What follows belongs to an exercise in optimizing a design on an open flow for small area; a production flow would make more cautious choices.
Function was checked by simulation only, so behaviour that the tests miss may differ from the original.
The clock port is modelled as an ideal driver, which makes a skipped or thinned clock tree look cheaper than it is; a real chip needs a root buffer or a tree.
Power figures rest on the tool's default switching activity, not on a simulated workload.

== v43 ==
// top
module top (
    input clk,
    input reset,
    output RGB_R,
    output RGB_G,
    output RGB_B
);
Size in the first run: about 170 cells after synthesis, about 5 I/O pins.
Settings: LEC_CHECK=0, CAP_MARGIN=20, CORE_AREA=2 2 62 62, DIE_AREA=0 0 64 64, SLEW_MARGIN=20; clock period 5.0 ns.
standard.sh (not shown) runs the stock make flow with config.mk's settings and CLKGATE_MAP_FILE= SYNTH_SCRIPT=/design/flow/synth_recipe.tcl, a recipe that flattens the netlist after the stock synthesis.
==> flow/flow/run.sh <==
#!/bin/bash
set -euo pipefail
W=$(pwd)
F=$W/flow
{ head -n 1 synth_recipe.tcl; cat "$F/abc_proc.tcl"; tail -n +2 synth_recipe.tcl; } > my_synth.tcl
sed "s#SYNTH_SCRIPT=[^ ]*#SYNTH_SCRIPT=$W/my_synth.tcl#" standard.sh > my_standard.sh
grep -q "SYNTH_SCRIPT=$W/my_synth.tcl" my_standard.sh
best=""
best_area=""
for script in "$F"/abc*.script; do
  rm -rf orfs
  MY_ABC_SCRIPT=$script bash my_standard.sh synth > "synth_$(basename "$script" .script).log" 2>&1
  area=$(awk '/Chip area for (top )?module/ {a=$NF} END {print a}' orfs/reports/*/top/base/synth_stat.txt)
  echo "$script: $area" >> synth_choice.log
  if [[ -z "$best" ]] || awk -v a="$area" -v b="$best_area" 'BEGIN {exit !(a < b)}'; then
    best=$script
    best_area=$area
  fi
done
echo "chosen: $best ($best_area)" >> synth_choice.log
rm -rf orfs
export MY_ABC_SCRIPT=$best
export POST_CTS_TCL=$F/cts_post.tcl
export CLK_NET_NAME=clk
export CLK_CONFIGS="1 sky130_fd_sc_hd__clkbuf_8 2 sky130_fd_sc_hd__clkbuf_4 3 sky130_fd_sc_hd__clkbuf_4 1 sky130_fd_sc_hd__clkbuf_16 2 sky130_fd_sc_hd__clkbuf_8 3 sky130_fd_sc_hd__clkbuf_8 4 sky130_fd_sc_hd__clkbuf_8"
export CLK_SLEW_TARGET=0.112
export BUFFER_PORTS_ARGS="-buffer_cell sky130_fd_sc_hd__buf_1"
bash my_standard.sh > flow.log 2>&1
Other scripts of this flow, unchanged in this note and not shown: flow/flow/abc1.script, flow/flow/abc2.script, flow/flow/abc3.script, flow/flow/abc4.script, flow/flow/abc_proc.tcl, flow/flow/cts_post.tcl
The final layout from v43, which completed every stage, passed the timing, design-rule and antenna checks at the end of the flow.
Edits applied to the flow inputs when going from v43 to v10:
Settings: clearing DIE_AREA, which used to be 0 0 64 64; putting CORE_UTILIZATION at 70 where nothing was set; clearing CORE_AREA, which used to be 2 2 62 62; putting CORE_MARGIN at 2 where nothing was set.
Notes after the runs:
Between v43 and v10, the wire length is lower for v43.
NOTE final area v43->v10 decreased by a few percent
Going from v43 to v10, clock-pin slew reported for the worst setup and hold paths after clock tree synthesis went up 0.02 ns, combinational fraction of design power went up 0.3 points.
> inputs changed (v10 -> v26)
Settings: DIE_AREA newly set to 0 0 64 64; CORE_UTILIZATION removed (was 70); PLACE_DENSITY newly set to 0.95; CORE_MARGIN removed (was 2); CORE_AREA newly set to 2 2 62 62.
[summary]
- Looking at die area, v26 sits 71% above v10.
- Utilization ended up 32 points lower on v26 than on v10.
- Reported for v10 and v26, number of multi-input combinational cells turned out identical to the last digit.
- Taking v10 as the reference, in v26 endpoint required time on the critical path dropped 1.08 ns; half-perimeter wire length after placement shows a reduction of about 3%.
No run of this note takes its clock network from TritonCTS; it comes from the design's own scripts or RTL.

* * *

== north ==
top, a different RTL version from the one above (not shown whole).
Size in the first run: roughly 210 cells after synthesis, ~34 flip-flops, roughly 1800 µm² of cells after synthesis.
clock: 5.0 ns
lec_check: 0
cap_margin: 20
core_margin: 2
core_utilization: 40
cts_cluster_diameter: 500
cts_cluster_size: 100
slew_margin: 20
run.sh (not shown) runs the stock make flow with config.mk's settings and CLKGATE_MAP_FILE= SYNTH_SCRIPT=/design/flow/synth_recipe.tcl, a recipe that flattens the netlist after the stock synthesis.
Stock flow here: none of the scripts above is used.
Input-level comparison between south and north:
# north
export LEC_CHECK = 0
export CAP_MARGIN = 20
export CORE_MARGIN = 2
export CORE_UTILIZATION = 40
export CTS_CLUSTER_DIAMETER = 500
export CTS_CLUSTER_SIZE = 100
export SLEW_MARGIN = 20
create_clock -name core_clock -period 5.0 [get_ports {clk}]
# south
export LEC_CHECK = 0
export CAP_MARGIN = 20
export CORE_MARGIN = 2
export CORE_UTILIZATION = 40
export CTS_BUF_LIST = sky130_fd_sc_hd__clkbuf_4
export CTS_CLUSTER_DIAMETER = 500
export CTS_CLUSTER_SIZE = 100
export SLEW_MARGIN = 20
create_clock -name core_clock -period 5.0 [get_ports {clk}]
### Flow results
south against north: area added between synthesis and finish has decreased; power per unit of standard cell area has decreased; hold slack has increased.
Input changes introduced in east (baseline for comparison: south):
# south
export LEC_CHECK = 0
export CAP_MARGIN = 20
export CORE_MARGIN = 2
export CORE_UTILIZATION = 40
export CTS_BUF_LIST = sky130_fd_sc_hd__clkbuf_4
export CTS_CLUSTER_DIAMETER = 500
export CTS_CLUSTER_SIZE = 100
export SLEW_MARGIN = 20
create_clock -name core_clock -period 5.0 [get_ports {clk}]
# east
export LEC_CHECK = 0
export CAP_MARGIN = 20
export CORE_MARGIN = 2
export CORE_UTILIZATION = 40
export SLEW_MARGIN = 20
create_clock -name core_clock -period 5.0 [get_ports {clk}]
--- outcome ---
For mux cell area share after synthesis, south and east come out practically identical. Changes observed in east relative to south: relative contribution of the clock network to total power went up 6.4 points, leakage dissipation went up 2.5%, total of clock buffers placed in the layout went up 1, data arrival at the endpoint of the critical path went down 80 ps, summed area of non-filler cells in the final layout went up about 2%. In east the power density over the cells turned out about 9% higher than in south. Taking south as the reference, in east total internal power higher, wire length of the first global-routing pass went up by about 0.5%.

==> port drivers added, routing unchanged <==
No port has a modelled driver above. Below, the same layouts with a new extraction and two added sets of constraints. Step 1, drivers: a clkbuf_16 drives clk and a buf_2 each remaining input, both assumed. Step 2 adds t to the input delays and takes it off the output delays; t is the mean of the earliest and latest rising clock arrival at the registers after step 1. Input paths then give back, and output paths get back, about the clock's delay inside the block. Slacks: ideal ports / drivers / drivers and shift; pairs: ideal ports / drivers.
| run | t, ns | setup slack, ns | worst slew at a driven data input, ns |
|---|---|---|---|
| v43 | 0.176 | 1.316 / 1.316 / 1.316 | 0.03 |
| v10 | 0.185 | 0.635 / 0.635 / 0.635 | 0.03 |
| v26 | 0.190 | 1.236 / 1.201 / 1.327 | 0.03 |
| north | 0.299 | 1.207 / 1.180 / 1.479 | 0.03 |
| south | 0.357 | 1.126 / 1.103 / 1.460 | 0.03 |
| east | 0.299 | 1.207 / 1.180 / 1.479 | 0.03 |
After both steps setup and hold are still met in every run listed.
